Context: an optimization exercise on an open-source flow, tuned for small area. The choices shown serve that exercise and are no tape-out recipe.
In this exercise RTL edits were held to simulation tests only and were not proved equivalent to the original.
Power figures rest on the tool's default switching activity, not on a simulated workload.

==> flow/design.v (excerpt) <==
module top(reset, en, clock, ps2clk, ps2data, h_sync, v_sync, r, g, b);
  input reset, en, clock, ps2clk, ps2data;
  output h_sync, v_sync;
  output [2:0] r;
  output [2:0] g;
  output [2:0] b;
  genvar k;
  reg [1:0] dc;
  always @(posedge clock or posedge reset)
    if (reset) dc <= 2'd0;
    else dc <= {dc[1] ^ (dc[0] & en), dc[0] ^ en};
  wire tick = en & ~dc[1] & dc[0];
  reg [3:0] ks;
  reg [3:0] ks_n;
  always @(*)
    case (ks)
      4'd0, 4'd1, 4'd2, 4'd3: ks_n = ps2clk ? ks + 4'd1 : 4'd0;
      4'd4:                   ks_n = ps2clk ? 4'd4 : 4'd5;
      4'd5, 4'd6, 4'd7:       ks_n = ps2clk ? 4'd1 : ks + 4'd1;
      default:                ks_n = ps2clk ? 4'd1 : 4'd0;
    endcase
  always @(posedge clock or posedge reset)
    if (reset) ks <= 4'd0;
    else if (tick) ks <= ks_n;
  wire fe = tick & ks[3];
  reg [3:0] cnt;
  reg       f0;
  reg [2:0] cc;
  reg       par;
  wire start = ~cnt[3] & cnt[1];
  wire last  = ~cnt[3] & ~cnt[1] & cnt[0];
  wire [2:0] d = cnt[2:0];
  reg e1;
  always @(*)
    case (d)
      3'd0: e1 = 1'b1;
      3'd1: e1 = cc[0];
      3'd2: e1 = ~(cc[0] | cc[2]);
      3'd3: e1 = cc[2];
      3'd4: e1 = ~cc[2];
      3'd5: e1 = 1'b1;
      3'd6: e1 = ~(cc[2] & cc[1]);
      default: e1 = 1'b0;
    endcase
  wire e = f0 ? e1 : d[2];
  wire mis = (ps2data ^ e) & ~(cc[1] & cc[0]);
  reg [2:0] t;
  always @(*)
    if (!f0) t = 3'b011;
    else case ({cc, d})
      {3'b000, 3'd0}: t = 3'b001;
      {3'b000, 3'd1}: t = 3'b100;
  ...
clock: 10.0 ns
lec_check: 0
cap_margin: 20
core_margin: 2
core_utilization: 40
cts_buf_list: sky130_fd_sc_hd__clkbuf_8
cts_cluster_diameter: 100
cts_cluster_size: 30
slew_margin: 20
run.sh (not shown) runs the stock make flow with config.mk's settings and CLKGATE_MAP_FILE= SYNTH_SCRIPT=/design/flow/synth_recipe.tcl, a recipe that flattens the netlist after the stock synthesis.
The baseline ran to the end with no violations.
Change:
Settings changed: CTS_BUF_LIST sky130_fd_sc_hd__clkbuf_8 to default, CTS_CLUSTER_DIAMETER 100 to default, CTS_CLUSTER_SIZE 30 to default.
After rerunning: The changed run finished with timing, DRC and antenna clean. Die area is unchanged. Non-clock buffer count stays the same. Area after synthesis stays the same. Cell count does not change. Routed wire length rose by 1.7%. Setup slack improves by 23 ps. Combinational power stays flat. Core utilization rose by 0.90 points.

========
Setup of wip/amber:
The RTL this note starts from:
==> flow/design.v <==
module top(reset, en, clock, ps2clk, ps2data, h_sync, v_sync, r, g, b);
  input reset, en, clock, ps2clk, ps2data;
  output h_sync, v_sync;
  output [2:0] r;
  output [2:0] g;
  output [2:0] b;
  genvar k;
  reg [1:0] dc;
  always @(posedge clock or posedge reset)
    if (reset) dc <= 2'd0;
    else dc <= {dc[1] ^ (dc[0] & en), dc[0] ^ en};
  wire tick = en & ~dc[1] & dc[0];
  reg [3:0] ks;
  reg [3:0] ks_n;
  always @(*)
    case (ks)
      4'd0, 4'd1, 4'd2, 4'd3: ks_n = ps2clk ? ks + 4'd1 : 4'd0;
      4'd4:                   ks_n = ps2clk ? 4'd4 : 4'd5;
      4'd5, 4'd6, 4'd7:       ks_n = ps2clk ? 4'd1 : ks + 4'd1;
      default:                ks_n = ps2clk ? 4'd1 : 4'd0;
    endcase
  always @(posedge clock or posedge reset)
    if (reset) ks <= 4'd0;
    else if (tick) ks <= ks_n;
  wire fe = tick & ks[3];
  reg [3:0] cnt;
  reg       f0;
  reg [2:0] cc;
  reg       par;
  wire start = ~cnt[3] & cnt[1];
  wire last  = ~cnt[3] & ~cnt[1] & cnt[0];
  wire [2:0] d = cnt[2:0];
  reg e1;
  always @(*)
    case (d)
      3'd0: e1 = 1'b1;
      3'd1: e1 = cc[0];
      3'd2: e1 = ~(cc[0] | cc[2]);
      3'd3: e1 = cc[2];
      3'd4: e1 = ~cc[2];
      3'd5: e1 = 1'b1;
      3'd6: e1 = ~(cc[2] & cc[1]);
      default: e1 = 1'b0;
    endcase
  wire e = f0 ? e1 : d[2];
  wire mis = (ps2data ^ e) & ~(cc[1] & cc[0]);
  reg [2:0] t;
  always @(*)
    if (!f0) t = 3'b011;
    else case ({cc, d})
      {3'b000, 3'd0}: t = 3'b001;
      {3'b000, 3'd1}: t = 3'b100;
      {3'b000, 3'd3}: t = 3'b110;
      {3'b001, 3'd1}: t = 3'b010;
      {3'b100, 3'd6}: t = 3'b101;
      default:        t = 3'b011;
    endcase
  wire [2:0] cn = start  ? {3{ps2data}} :
                  cnt[3] ? (mis ? t : cc) :
                  cc | {3{~(par ^ ps2data)}};
  always @(posedge clock)
    if (fe) begin
      cc  <= cn;
      par <= (start ? 1'b0 : par) ^ ps2data;
    end
  wire good = ~(cc[2] & cc[1] & cc[0]) & ps2data;
  wire rel  = fe & last & good & f0;
  always @(posedge clock or posedge reset)
    if (reset) begin
      cnt <= 4'b0111;
      f0  <= 1'b0;
    end else if (fe) begin
      cnt <= last ? 4'b0111 : cnt + 4'd1;
      if (last & good) f0 <= ~f0 & (cc == 3'b000);
    end
  wire hu = (cc == 3'b000), hd = (cc == 3'b001);
  wire wu = (cc == 3'b100), wd = (cc == 3'b010);
  wire ft = (cc == 3'b101), it = (cc == 3'b110);
  localparam [25:0] LR = 26'h30a1746;
  localparam [25:0] LD = 26'h3850ba3;
  reg [25:0] lf;
  reg        blink;
  wire       lwrap = (lf == LD);
  always @(posedge clock or posedge reset)
    if (reset) begin
      lf    <= LR;
      blink <= 1'b0;
    end else begin
      lf    <= {lf[24:0], ~(lf[25] ^ lf[5] ^ lf[1] ^ lf[0]) ^ lwrap};
      blink <= blink ^ lwrap;
    end
  reg f, i;
  always @(posedge clock or posedge reset)
    if (reset) begin
      f <= 1'b0;
      i <= 1'b0;
    end else begin
      f <= f ^ (rel & ft);
      i <= i ^ (rel & it);
    end
  reg [7:0] xq; reg [2:0] xr;
  reg [6:0] yq; reg [2:0] yr;
  wire xr4 = xr[2] & ~xr[0];
  wire yr4 = yr[2] & ~yr[0];
  wire xend = ~xq[7] & xq[6] & xr[0] & ~xr[1];     
  wire yend = ~yq[6] & yq[5] & yq[3] & yr[0] & ~yr[1];   
  wire xwrap = tick & xend;
  wire ywrap = xwrap & yend;
  wire xt = tick & ~xend;
  wire yt = xwrap & ~yend;
  wire [8:0] xc; assign xc[0] = xt & xr4;
  wire [7:0] yc; assign yc[0] = yt & yr4;
  generate
    for (k = 0; k < 8; k = k + 1) begin : gx
      assign xc[k+1] = xc[k] & xq[k];
    end
    for (k = 0; k < 7; k = k + 1) begin : gy
      assign yc[k+1] = yc[k] & yq[k];
    end
  endgenerate
  always @(posedge clock or posedge reset)
    if (reset) begin
      xq <= 8'd160; xr <= 3'b011;    
      yq <= 7'd78;  yr <= 3'b111;    
    end else begin
      if (xwrap) begin xq <= 8'd160; xr <= 3'b011; end
      else begin
        xq <= xq ^ xc[7:0];
        if (xt) xr <= {xr[1] & xr[0], xr[0], ~xr[2]};
      end
      if (ywrap) begin yq <= 7'd78; yr <= 3'b111; end
      else begin
        yq <= yq ^ yc[6:0];
        if (yt) yr <= {yr[1] & yr[0], yr[0], ~yr[2]};
      end
    end
  reg [5:0] m, n;
  wire m_max = m[5] & m[4] & m[3] & m[2];       
  wire m_min = (m[5:2] == 4'd0) & ~(m[1] & m[0]);  
  wire n_max = n[5] & n[2] & n[1];              
  wire n_min = (n[5:2] == 4'd0) & ~(n[1] & n[0]);
  wire mch = rel & ((wu & ~m_max) | (wd & ~m_min));
  wire nch = rel & ((hu & ~n_max) | (hd & ~n_min));
  wire [6:0] mc; assign mc[0] = mch;
  wire [6:0] nc; assign nc[0] = nch;
  generate
    for (k = 0; k < 6; k = k + 1) begin : gm
      assign mc[k+1] = mc[k] & (m[k] ^ ~wu);
      assign nc[k+1] = nc[k] & (n[k] ^ ~hu);
    end
  endgenerate
  always @(posedge clock or posedge reset)
    if (reset) begin
      m <= 6'd4; n <= 6'd4;
    end else begin
      m <= m ^ mc[5:0];
      n <= n ^ nc[5:0];
    end
  wire sx = xq[7], sy = yq[6];
  wire [6:0] qx = xq[6:0] ^ {7{sx}};
  wire [5:0] qy = yq[5:0] ^ {6{sy}};
  wire c1x = sx ? xr[2] : ~xr[1];      
  wire c1y = sy ? yr[2] : ~yr[1];
  wire r2x = xr[1] & ~xr[2];           
  wire r2y = yr[1] & ~yr[2];
  wire [7:0] kx; assign kx[0] = c1x;
  wire [6:0] ky; assign ky[0] = c1y;
  wire [6:0] tx; wire [5:0] ty;
  wire [6:0] mx = {1'b0, m};
  generate
    for (k = 0; k < 7; k = k + 1) begin : gsx
      assign tx[k] = mx[k] ^ ~qx[k] ^ kx[k];
      assign kx[k+1] = (mx[k] & ~qx[k]) | (mx[k] & kx[k]) | (~qx[k] & kx[k]);
    end
    for (k = 0; k < 6; k = k + 1) begin : gsy
      assign ty[k] = n[k] ^ ~qy[k] ^ ky[k];
      assign ky[k+1] = (n[k] & ~qy[k]) | (n[k] & ky[k]) | (~qy[k] & ky[k]);
    end
  endgenerate
  wire outer_x = kx[7];
  wire outer_y = ky[6];
  wire inner_x = r2x | (tx != 7'd0);
  wire inner_y = r2y | (ty != 6'd0);
  wire outline = outer_x & outer_y & ~(inner_x & inner_y);
  wire blank = (xq[7] & ~xq[6]) | ((xq == 8'd192) & ~xr[1]) |
               (yq[6] & (yq[5:0] < 6'd24)) | ((yq == 7'd88) & ~yr[1]);
  wire inv = (f & blink) | i;
  wire p1 = ~blank & (outline ? ~inv : i);
  wire p0 = ~blank & (outline ?  inv : i);
  assign r = {p1, p0, p0};
  assign g = {p1, p1, p0};
  assign b = {p1, p0, p0};
  wire xge = ((xq > 8'd163) & ~xq[6]) | ((xq == 8'd163) & xr[2]);
  wire xle = ((xq < 8'd182) & xq[7]) | ((xq == 8'd182) & ~(xr[2] & ~xr[0]));
  assign h_sync = ~(xge & xle);
  assign v_sync = (yq == 7'd81) & ~yr[1];
endmodule
export LEC_CHECK = 0
export CAP_MARGIN = 20
export CORE_MARGIN = 2
export CORE_UTILIZATION = 65
export SLEW_MARGIN = 20
create_clock -name core_clock -period 10.0 [get_ports {clock}]
standard.sh (not shown) runs the stock make flow with config.mk's settings and CLKGATE_MAP_FILE= SYNTH_SCRIPT=/design/flow/synth_recipe.tcl, a recipe that flattens the netlist after the stock synthesis.
==> flow/flow/run.sh <==
#!/bin/bash
# Standard layout flow with single-strength port buffers, a clock tree
# with a clkbuf_8 root and clkbuf_4 branches without dummy loads, and downsizing of gates
# off the critical paths after global routing.
set -euo pipefail
export BUFFER_PORTS_ARGS="-buffer_cell sky130_fd_sc_hd__buf_1"
export CTS_ARGS="-sink_clustering_enable -repair_clock_nets -root_buf sky130_fd_sc_hd__clkbuf_8 -buf_list sky130_fd_sc_hd__clkbuf_4 -dont_use_dummy_load"
export RECOVER_POWER=100
bash standard.sh > standard.log 2>&1
Every stage of wip/amber finished as expected; the final checks, on the other hand, flagged max-capacitance violations, max-slew violations, which means the layout fails.
--- input diff wip/amber..wip/lagoon ---
Settings: a change of CORE_UTILIZATION from 65 to 40; an added CTS_BUF_LIST of sky130_fd_sc_hd__clkbuf_8; an added CTS_CLUSTER_DIAMETER of 100; an added CTS_CLUSTER_SIZE of 30.
==> flow/run.sh (new file) <==
#!/bin/bash
# synth_recipe.tcl (not shown) runs the flow's synth.tcl, then flattens the netlist and writes it again
# the make line also repeats each setting of config.mk as NAME=value (left out here)
make -C /OpenROAD-flow-scripts/flow DESIGN_CONFIG=/design/flow/config.mk WORK_HOME=/design/flow/orfs CLKGATE_MAP_FILE= SYNTH_SCRIPT=/design/flow/synth_recipe.tcl finish
removed: flow/flow/run.sh
removed: flow/standard.sh
Notes after the runs:
wip/amber has a higher final core utilization than wip/lagoon. Looking at relative contribution of combinational cells to total power across wip/lagoon and wip/amber, the one that comes out higher is wip/amber. Between wip/amber and wip/lagoon, total power increased. In the reports for wip/lagoon and wip/amber, the larger number of tap cells added at floorplan belongs to wip/lagoon. Maximum frequency in wip/lagoon vs wip/amber: down 0.0062 GHz. [wip/lagoon vs wip/amber] portion of total power attributed to the clock network: higher in wip/lagoon. Compared with wip/amber, wip/lagoon degrades power dissipated in the clock network. Diff wip/amber -> wip/lagoon: post-placement worst setup slack decreased by 0.46 ns relative to the old numbers; final area went up by 6.7%. wip/lagoon finished all stages; the layout is clean. NOTE: post-layout minimum cycle time in wip/lagoon exceeds that of wip/amber.
The inputs of wip/delta differ from those of wip/lagoon as listed below.
Settings: a change of CORE_UTILIZATION from 40 to 65; a change of CTS_CLUSTER_DIAMETER from 100 to 150; a change of CTS_CLUSTER_SIZE from 30 to 40.
### Flow results
- From wip/lagoon to wip/delta the numbers moved as follows: sum of internal, switching and leakage power moved down, final wirelength decreased 270 µm, multi-input logic portion of the cell area rose by 0.98 points, instance count after placement with tap cells included now smaller.
- Lower layout cell share with drive strength beyond 1 goes to wip/lagoon over wip/delta.
- Diff wip/lagoon -> wip/delta | final area | decrease of 2.1%
Here is what was changed in the inputs of wip/fjord compared with wip/delta.
Settings: removing CTS_CLUSTER_SIZE (formerly 40); removing CTS_CLUSTER_DIAMETER (formerly 150); removing CTS_BUF_LIST (formerly sky130_fd_sc_hd__clkbuf_8).
==> flow/flow/run.sh (new file) <==
#!/bin/bash
# Standard layout flow with single-strength port buffers, a clock tree
# built from clkbuf_8 cells without dummy loads, and downsizing of gates
# off the critical paths after global routing.
set -euo pipefail
export BUFFER_PORTS_ARGS="-buffer_cell sky130_fd_sc_hd__buf_1"
export CTS_ARGS="-sink_clustering_enable -repair_clock_nets -buf_list sky130_fd_sc_hd__clkbuf_8 -dont_use_dummy_load"
export RECOVER_POWER=100
bash standard.sh > standard.log 2>&1
==> flow/standard.sh (new file) <==
#!/bin/bash
# synth_recipe.tcl (not shown) runs the flow's synth.tcl, then flattens the netlist and writes it again
# the make line also repeats each setting of config.mk as NAME=value (left out here)
make -C /OpenROAD-flow-scripts/flow DESIGN_CONFIG=/design/flow/config.mk WORK_HOME=/design/flow/orfs CLKGATE_MAP_FILE= SYNTH_SCRIPT=/design/flow/synth_recipe.tcl "${@:-finish}"
removed: flow/run.sh
--- outcome ---
- The flow completed for wip/fjord, but it is not clean: the layout still shows max-capacitance violations, max-slew violations.
- Leakage power summed over all cells shrinks by a few percent when moving from wip/delta to wip/fjord.
- Diff wip/delta -> wip/fjord: sequential share of layout area +1.9 points, total power decreased by 6.4% relative to the old numbers.
- Relative area change from synthesis to final layout: wip/fjord and wip/delta compared, lower one is wip/fjord

-- re-timing with driven ports --
No port has a modelled driver above. Below, the same layouts with a new extraction and two added sets of constraints. Step 1 assumes that a clkbuf_16 drives the clock port and a buf_2 every other input. Step 2 also shifts input and output timing later by t, the mid clock arrival at the registers, as if the neighbouring blocks saw the same clock. Slacks: ideal / step 1 / step 2; pairs: ideal / step 1.
run	t, ns	setup slack, ns	worst setup path after step 2	latest minus earliest clock arrival (ns)	worst register clock-pin slew, ns
the first run of note 1	0.380	1.772 / 1.739 / 2.119	register to output	0.013 / 0.014	0.09 / 0.09
the second run of note 1	0.373	1.795 / 1.757 / 2.130	register to output	0.008 / 0.009	0.07 / 0.07
wip/amber	0.368	2.794 / 2.764 / 3.132	register to output	0.030 / 0.030	0.09 / 0.09
wip/lagoon	0.372	2.459 / 2.428 / 2.800	register to output	0.010 / 0.009	0.08 / 0.08
wip/delta	0.379	2.513 / 2.483 / 2.862	register to output	0.013 / 0.012	0.10 / 0.10
wip/fjord	0.368	2.794 / 2.764 / 3.132	register to output	0.030 / 0.030	0.09 / 0.09
